Context: an optimization exercise on an open-source flow, tuned for small area, a short achievable clock period and few clock cycles. The choices shown serve that exercise and are no tape-out recipe.
In this exercise RTL edits were held to simulation tests only and were not proved equivalent to the original.

== build 60 ==
Design ieee754multiplier, start of the top module:
module ieee754multiplier (
    input logic clk, rst_n,
    input logic [31:0] a_i,
    input logic [31:0] b_i,
    input logic start_i,
    output logic done_o,
    output logic nan_o,
    output logic inifinit_o,
    output logic overflow_o,
    output logic underflow_o,
    output logic [31:0] product_o
);
logic [47:0] m;
logic        zero, sign, norm;
logic [9:0]  esum, e0, e1;
logic neg0;
logic one0;
logic two0;
logic pp1;
logic pp2;
logic pp3;
logic pp4;
logic pp5;
logic pp6;
logic pp7;
logic pp8;
logic pp9;
logic pp10;
logic pp11;
logic pp12;
logic pp13;
logic pp14;
logic pp15;
logic pp16;
logic pp17;
logic pp18;
logic pp19;
logic pp20;
logic pp21;
logic pp22;
logic pp23;
logic pp24;
logic pp25;
logic ns26;
logic neg1;
logic one1;
logic two1;
logic pp27;
logic pp28;
logic pp29;
logic pp30;
logic pp31;
logic pp32;
logic pp33;
logic pp34;
logic pp35;
logic pp36;
logic pp37;
logic pp38;
logic pp39;
logic pp40;
logic pp41;
logic pp42;
logic pp43;
logic pp44;
logic pp45;
logic pp46;
logic pp47;
logic pp48;
logic pp49;
logic pp50;
logic pp51;
logic ns52;
logic neg2;
logic one2;
logic two2;
logic pp53;
logic pp54;
logic pp55;
logic pp56;
logic pp57;
logic pp58;
  ...
clock: 9.0 ns
lec_check: 0
abc_area: 1
cap_margin: 20
core_margin: 2
core_utilization: 70
setup_slack_margin: 1
slew_margin: 20
synth_hierarchical: 1
standard.sh (not shown) runs the stock make flow with config.mk's settings and CLKGATE_MAP_FILE= SYNTH_SCRIPT=/design/flow/synth_recipe.tcl, a recipe that flattens the netlist after the stock synthesis.
==> flow/flow/run.sh <==
#!/bin/bash
# The standard layout (the standard.sh: the standard synthesis and the
# ORFS steps to finish), except that the port buffers that global placement
# inserts are buf_2 cells instead of the tool's default pick.
set -euo pipefail
export BUFFER_PORTS_ARGS="-buffer_cell sky130_fd_sc_hd__buf_2"
bash standard.sh > standard.log 2>&1
Having completed the whole flow, build 60 delivered a layout that passed the timing, DRC and antenna checks.
Testbench counts of build 60, summed over its fixed seeds: cycles 3,208.
Edits applied to the flow inputs when going from build 60 to build 34:
# build 60
export LEC_CHECK = 0
export ABC_AREA = 1
export CAP_MARGIN = 20
export CORE_MARGIN = 2
export CORE_UTILIZATION = 70
export SETUP_SLACK_MARGIN = 1
export SLEW_MARGIN = 20
export SYNTH_HIERARCHICAL = 1
create_clock -name core_clock -period 9.0 [get_ports {clk}]
# build 34
export LEC_CHECK = 0
export ABC_AREA = 1
export CAP_MARGIN = 20
export CORE_MARGIN = 2
export CORE_UTILIZATION = 50
export SLEW_MARGIN = 20
export SYNTH_HIERARCHICAL = 1
create_clock -name core_clock -period 9.0 [get_ports {clk}]
### Flow results
Diff build 60..build 34 | simple-gate share of the synthesized area | unchanged. Against build 60, via count in build 34 came out better. Against build 60, build 34 reports a actual slew at the worst max-slew pin that is higher. Worst-path maximum fanout up 18 in build 34 wrt build 60. Summary — setup slack after placement, build 34 relative to build 60: lower, by 250 ps. Logic depth of the worst path, buffers included was higher in build 34 than in build 60. When build 34 is set beside build 60, its highest attainable clock frequency turns out to be 12 MHz smaller. The setup slack of build 34 is smaller than that of build 60.
What build 42 does differently from build 34 at the input level:
# build 34
export LEC_CHECK = 0
export ABC_AREA = 1
export CAP_MARGIN = 20
export CORE_MARGIN = 2
export CORE_UTILIZATION = 50
export SLEW_MARGIN = 20
export SYNTH_HIERARCHICAL = 1
create_clock -name core_clock -period 9.0 [get_ports {clk}]
# build 42
export LEC_CHECK = 0
export ABC_AREA = 1
export CAP_MARGIN = 20
export CORE_MARGIN = 2
export CORE_UTILIZATION = 50
export SETUP_SLACK_MARGIN = 1
export SLEW_MARGIN = 20
export SYNTH_HIERARCHICAL = 1
create_clock -name core_clock -period 9.0 [get_ports {clk}]
Notes after the runs:
- Changes observed in build 42 relative to build 34: final worst-path setup slack saw an increase, portion of the clock cycle consumed by the worst path in the final layout saw a decrease, routed wire length rose 1.4 mm, number of combinational gates with multiple inputs level.
- Diff build 34 -> build 42: number of post-CTS setup repair buffers saw little to no change, highest achievable clock rate saw an increase, via count saw an increase, worst hold margin saw little to no change.
Setup changes, build 42 to build 44
# build 42
export LEC_CHECK = 0
export ABC_AREA = 1
export CAP_MARGIN = 20
export CORE_MARGIN = 2
export CORE_UTILIZATION = 50
export SETUP_SLACK_MARGIN = 1
export SLEW_MARGIN = 20
export SYNTH_HIERARCHICAL = 1
create_clock -name core_clock -period 9.0 [get_ports {clk}]
# build 44
export LEC_CHECK = 0
export ABC_AREA = 1
export CAP_MARGIN = 20
export CORE_MARGIN = 2
export CORE_UTILIZATION = 50
export SETUP_SLACK_MARGIN = 1.5
export SLEW_MARGIN = 20
export SYNTH_HIERARCHICAL = 1
create_clock -name core_clock -period 9.0 [get_ports {clk}]
==> notes.md <==
- met2 routing resource usage after global routing in build 44 is 1.3 points higher than in build 42
- Hold slack of build 42 is on par with build 44.
- Worst setup slack in build 44 vs build 42: up 260 ps
- Of build 44 and build 42, build 42 shows the lower endpoint required time on the critical path, with build 44 above it.
- Build 44 ends up with a sequential share of layout area that is 0.29 points lower than in build 42.
- Diff build 44 and build 42: cell area after layout lower in build 42
- Critical path capture point: product_o[22] -> build 44, product_o[27] -> build 42

ieee754multiplier, a different RTL version from the one above (not shown whole).
For scale: ~100 I/O pins, roughly 0.016 mm2 of cells after synthesis.
clock: 9.0 ns
lec_check: 0
abc_area: 1
cap_margin: 5
core_margin: 2
core_utilization: 50
setup_slack_margin: 1.25
slew_margin: 5
synth_hierarchical: 1
==> flow/flow/run.sh <==
#!/bin/bash
# The standard layout (the standard.sh: the standard synthesis and the
# ORFS steps to finish), except that the port buffers that global placement
# inserts are buf_1 cells instead of the tool's default pick.
set -euo pipefail
export BUFFER_PORTS_ARGS="-buffer_cell sky130_fd_sc_hd__buf_1"
bash standard.sh > standard.log 2>&1
The baseline completed without violations.
Testbench counts at the start, summed over its fixed seeds: cycles 3,208.
==> next run, changes <==
CAP_MARGIN = 20   (was 5)
SLEW_MARGIN = 20   (was 5)
Effect: Utilization does not change; clock-buffer cell count does not change; worst hold slack stays the same; via count does not change; design area does not change; maximum frequency stays the same; global-route usage does not change; die area is unchanged; worst setup slack is unchanged.
==> next run, changes <==
SETUP_SLACK_MARGIN = 1   (was 1.25)
Setup slack gets worse by 180 ps.
Final cell count stays flat.
Wire length barely changes.
Synthesized cell count is unchanged.
Design area decreases by 1.5%.
Maximum frequency decreases by 2.3%.
Worst hold slack is about the same.
Via count barely changes.
Count of clock-buffer cells in the layout stays the same.
==> next run, changes <==
GPL_ROUTABILITY_DRIVEN = 0   (was unset)
SETUP_SLACK_MARGIN = 1.25   (was 1)
After rerunning:
- count of clock-buffer cells in the layout falls by 1
- global-route usage came out lower by 0.52 points
- final area went up by 2.3%
- wire length went down by 1.2%
==> next run, changes <==
GPL_ROUTABILITY_DRIVEN = unset   (was 0)
SETUP_SLACK_MARGIN = 1.5   (was 1.25)
=>
- The changed run produced a clean layout
- die area is unchanged
- cell area rises by 3.5%
- non-clock buffer count grows by 33
- setup slack improved by 200 ps
- wire length is higher by 3.9%
- first-iteration DRC count grows by 5.1%
==> next run, changes <==
SETUP_SLACK_MARGIN = 0.75   (was 1.5)
The new run produced a clean layout. Worst setup slack degrades by 560 ps. Die area stays the same. Wire length came out lower by 3.0%. Sequential share of layout area came out higher by 0.28 points. Design area came out lower by 6.3%. Worst hold slack stays flat.

ieee754multiplier, a different RTL version from the one above (not shown whole).
For scale: ~100 I/O pins.
clock: 9.0 ns
lec_check: 0
abc_area: 1
cap_margin: 20
core_margin: 2
core_utilization: 50
setup_slack_margin: 1
slew_margin: 20
synth_hierarchical: 1
run.sh (not shown) runs the stock make flow with config.mk's settings and CLKGATE_MAP_FILE= SYNTH_SCRIPT=/design/flow/synth_recipe.tcl, a recipe that flattens the netlist after the stock synthesis.
Stock flow here: none of the scripts above is used.
Testbench counts at the start, summed over its fixed seeds: cycles 3,208.
Edit:
--- a/flow/config.mk
+++ b/flow/config.mk
@@ -12 +12 @@
-export SETUP_SLACK_MARGIN = 1
+export SETUP_SLACK_MARGIN = 2
After rerunning: Design area goes up by 13%; hold slack improved by 0.0095 ns; setup slack improved by 0.14 ns; final cell count goes up by 1.9%; wire length goes up by 12%; fmax goes up by 1.9%; sequential share of layout area goes down by 0.40 points; non-clock buffer count goes up by 45; core utilization goes up by 7.6 points; die area is unchanged.
Edit:
--- a/flow/config.mk
+++ b/flow/config.mk
@@ -12 +11,0 @@
-export SETUP_SLACK_MARGIN = 2
The changed run completed with no timing, DRC or antenna violations.
Cell area drops by 18%.
Count of clock-buffer cells in the layout went down by 1.
Cell count is lower by 3.8%.
Core utilization falls by 12 points.
Global-route usage went down by 4.4 points.
Worst setup slack got worse by 0.88 ns.
Area after synthesis stays the same.
Non-clock buffer count goes down by 98.
Edit:
==> flow/flow/run.sh (new file) <==
#!/bin/bash
# The standard layout (the standard.sh: the standard synthesis and the
# ORFS steps to finish), except that the port buffers that global placement
# inserts are buf_2 cells instead of the tool's default pick.
set -euo pipefail
export BUFFER_PORTS_ARGS="-buffer_cell sky130_fd_sc_hd__buf_2"
bash standard.sh > standard.log 2>&1
==> flow/standard.sh (new file) <==
#!/bin/bash
# synth_recipe.tcl (not shown) runs the flow's synth.tcl, then flattens the netlist and writes it again
# the make line also repeats each setting of config.mk as NAME=value (left out here)
make -C /OpenROAD-flow-scripts/flow DESIGN_CONFIG=/design/flow/config.mk WORK_HOME=/design/flow/orfs CLKGATE_MAP_FILE= SYNTH_SCRIPT=/design/flow/synth_recipe.tcl "${@:-finish}"
removed: flow/run.sh
- The new run finished clean
- synthesized area stays the same
- clock-buffer cell count does not change
- non-clock buffer count went down by 42

== v24 ==
Another version of the RTL of ieee754multiplier (not shown whole).
Size in the first run: roughly 1900 cells after synthesis, about 37 flip-flops, roughly 100 I/O pins, about 0.016 mm² of cells after synthesis.
export LEC_CHECK = 0
export ABC_AREA = 1
export CAP_MARGIN = 20
export CORE_MARGIN = 2
export CORE_UTILIZATION = 50
export PLACE_DENSITY = 0.8
export SETUP_SLACK_MARGIN = 1
export SLEW_MARGIN = 20
export SYNTH_HIERARCHICAL = 1
create_clock -name core_clock -period 9.0 [get_ports {clk}]
standard.sh (not shown) runs the stock make flow with config.mk's settings and CLKGATE_MAP_FILE= SYNTH_SCRIPT=/design/flow/synth_recipe.tcl, a recipe that flattens the netlist after the stock synthesis.
==> flow/flow/run.sh <==
#!/bin/bash
# The standard layout (the standard.sh: the standard synthesis and the
# ORFS steps to finish), except that the port buffers that global placement
# inserts are buf_1 cells instead of the tool's default pick.
set -euo pipefail
export BUFFER_PORTS_ARGS="-buffer_cell sky130_fd_sc_hd__buf_1"
bash standard.sh > standard.log 2>&1
Testbench counts of v24, summed over its fixed seeds: cycles 3,208.
Here is what was changed in the inputs of v33 compared with v24.
- removing PLACE_DENSITY (formerly 0.8)
- changing SETUP_SLACK_MARGIN from 1 to 1.25
==> flow/flow/run.sh <==
#!/bin/bash
# The standard layout (the standard.sh: the standard synthesis and the
# ORFS steps to finish), except that the port buffers that global placement
# inserts are buf_2 cells instead of the tool's default pick.
set -euo pipefail
export BUFFER_PORTS_ARGS="-buffer_cell sky130_fd_sc_hd__buf_2"
bash standard.sh > standard.log 2>&1
Notes after the runs:
The sequential share of cell area reported for v33 is smaller than that of v24 by 0.17 points. Per the comparison of v33 with v24, minimum period implied by the final worst setup slack went down, core utilization of the finished layout rose by 2.3 points. [compare] base=v24 new=v33: final non-filler cell total increased by 9 relative to the old numbers; post-placement setup slack down 110 ps.
## Diff of input files: v12 against v33
- SETUP_SLACK_MARGIN: 1.25 -> 1
Findings:
No stage failed in v12, and the final checks on the layout all came back clean. Summary — achievable frequency, v12 relative to v33: lower, by about 2%. Compared v12 against v33; number of clock buffers inserted by TritonCTS within noise. Compared v12 vs v33, and maximum cell stage delay along the critical path is down in v12. Lower multi-input gate share of the layout cell area among v12 and v33: v33. Fraction of area in registers ended up 0.17 points higher on v12 than on v33. Taking v33 as the reference, in v12 final design utilization lost 2.3 points; design area saw a decrease.
## Diff of input files: v48 against v12
- swapping 1 for 0.75 in SETUP_SLACK_MARGIN
Findings:
- v48 finished every step from synthesis to the final layout, and the layout passed the timing, DRC and antenna checks.
- Compared with v12, number of cells on the critical path in v48 increased by more than 10%.
- In the tables for v48 and v12, final period utilization reads lower with v12.
- | sequential share of layout area | v48 vs v12 | ≈ equal |
- Cmp v48 vs v12: number of instances resized during post-cts repair lower in v48
- From v12 to v48 the numbers moved as follows: signed area change from the synthesized netlist to the final layout now sits lower; largest stage delay on the critical path now sits lower.
- The global routing usage on met2 was comparable across v48 and v12.
- v48: non-clock buffer count is 4 lower than what v12 reported.

==> re-timing with driven ports <==
The results above use ideal ports. As a check the final layouts listed here were re-extracted and re-timed, cells and wires unchanged.
Step 1: set_driving_cell puts a clkbuf_16 on clk and a buf_2 on each other input, an assumption about the parent block.
Step 2 times the ports against the registers' clock, not the clock port: input delays grow and output delays shrink by t, the midpoint of the rising clock arrivals with the driver on.
a / b / c = ideal / step 1 / step 2; a / b = the first two.
run | t (ns) | slack for setup (ns) | clock arrival spread, ns | cell pins on the clock port's net
build 60 | 0.315 | 1.142 / 1.089 / 0.774 | 0.002 / 0.003 | 1
build 34 | 0.316 | 0.316 / 0.266 / -0.050 | 0.004 / 0.004 | 1
build 42 | 0.317 | 1.316 / 1.253 / 0.936 | 0.003 / 0.003 | 1
build 44 | 0.319 | 1.576 / 1.505 / 1.186 | 0.004 / 0.004 | 1
the first run of note 2 | 0.310 | 1.403 / 1.416 / 1.105 | 0.001 / 0.001 | 1
the second run of note 2 | 0.310 | 1.403 / 1.416 / 1.105 | 0.001 / 0.001 | 1
the third run of note 2 | 0.311 | 1.226 / 1.238 / 0.927 | 0.002 / 0.002 | 1
the fourth run of note 2 | 0.315 | 1.497 / 1.458 / 1.144 | 0.003 / 0.003 | 1
the fifth run of note 2 | 0.310 | 1.699 / 1.660 / 1.350 | 0.002 / 0.001 | 1
the sixth run of note 2 | 0.310 | 1.138 / 1.093 / 0.783 | 0.002 / 0.002 | 1
the first run of note 3 | 0.316 | 1.301 / 1.300 / 0.985 | 0.002 / 0.003 | 1
the second run of note 3 | 0.308 | 1.442 / 1.449 / 1.141 | 0.003 / 0.003 | 1
the third run of note 3 | 0.316 | 0.564 / 0.572 / 0.257 | 0.003 / 0.003 | 1
the fourth run of note 3 | 0.314 | 0.624 / 0.624 / 0.310 | 0.001 / 0.002 | 1
v24 | 0.302 | 1.215 / 1.165 / 0.863 | 0.006 / 0.005 | 1
v33 | 0.315 | 1.430 / 1.377 / 1.063 | 0.009 / 0.009 | 1
v12 | 0.313 | 1.267 / 1.208 / 0.895 | 0.010 / 0.010 | 1
v48 | 0.315 | 1.013 / 1.001 / 0.686 | 0.009 / 0.009 | 1
With both steps, setup timing fails in build 34, where it was met with ideal ports. The setup slack of build 44, which loses most, moves by -0.071 ns with the drivers and by -0.390 ns with both steps.
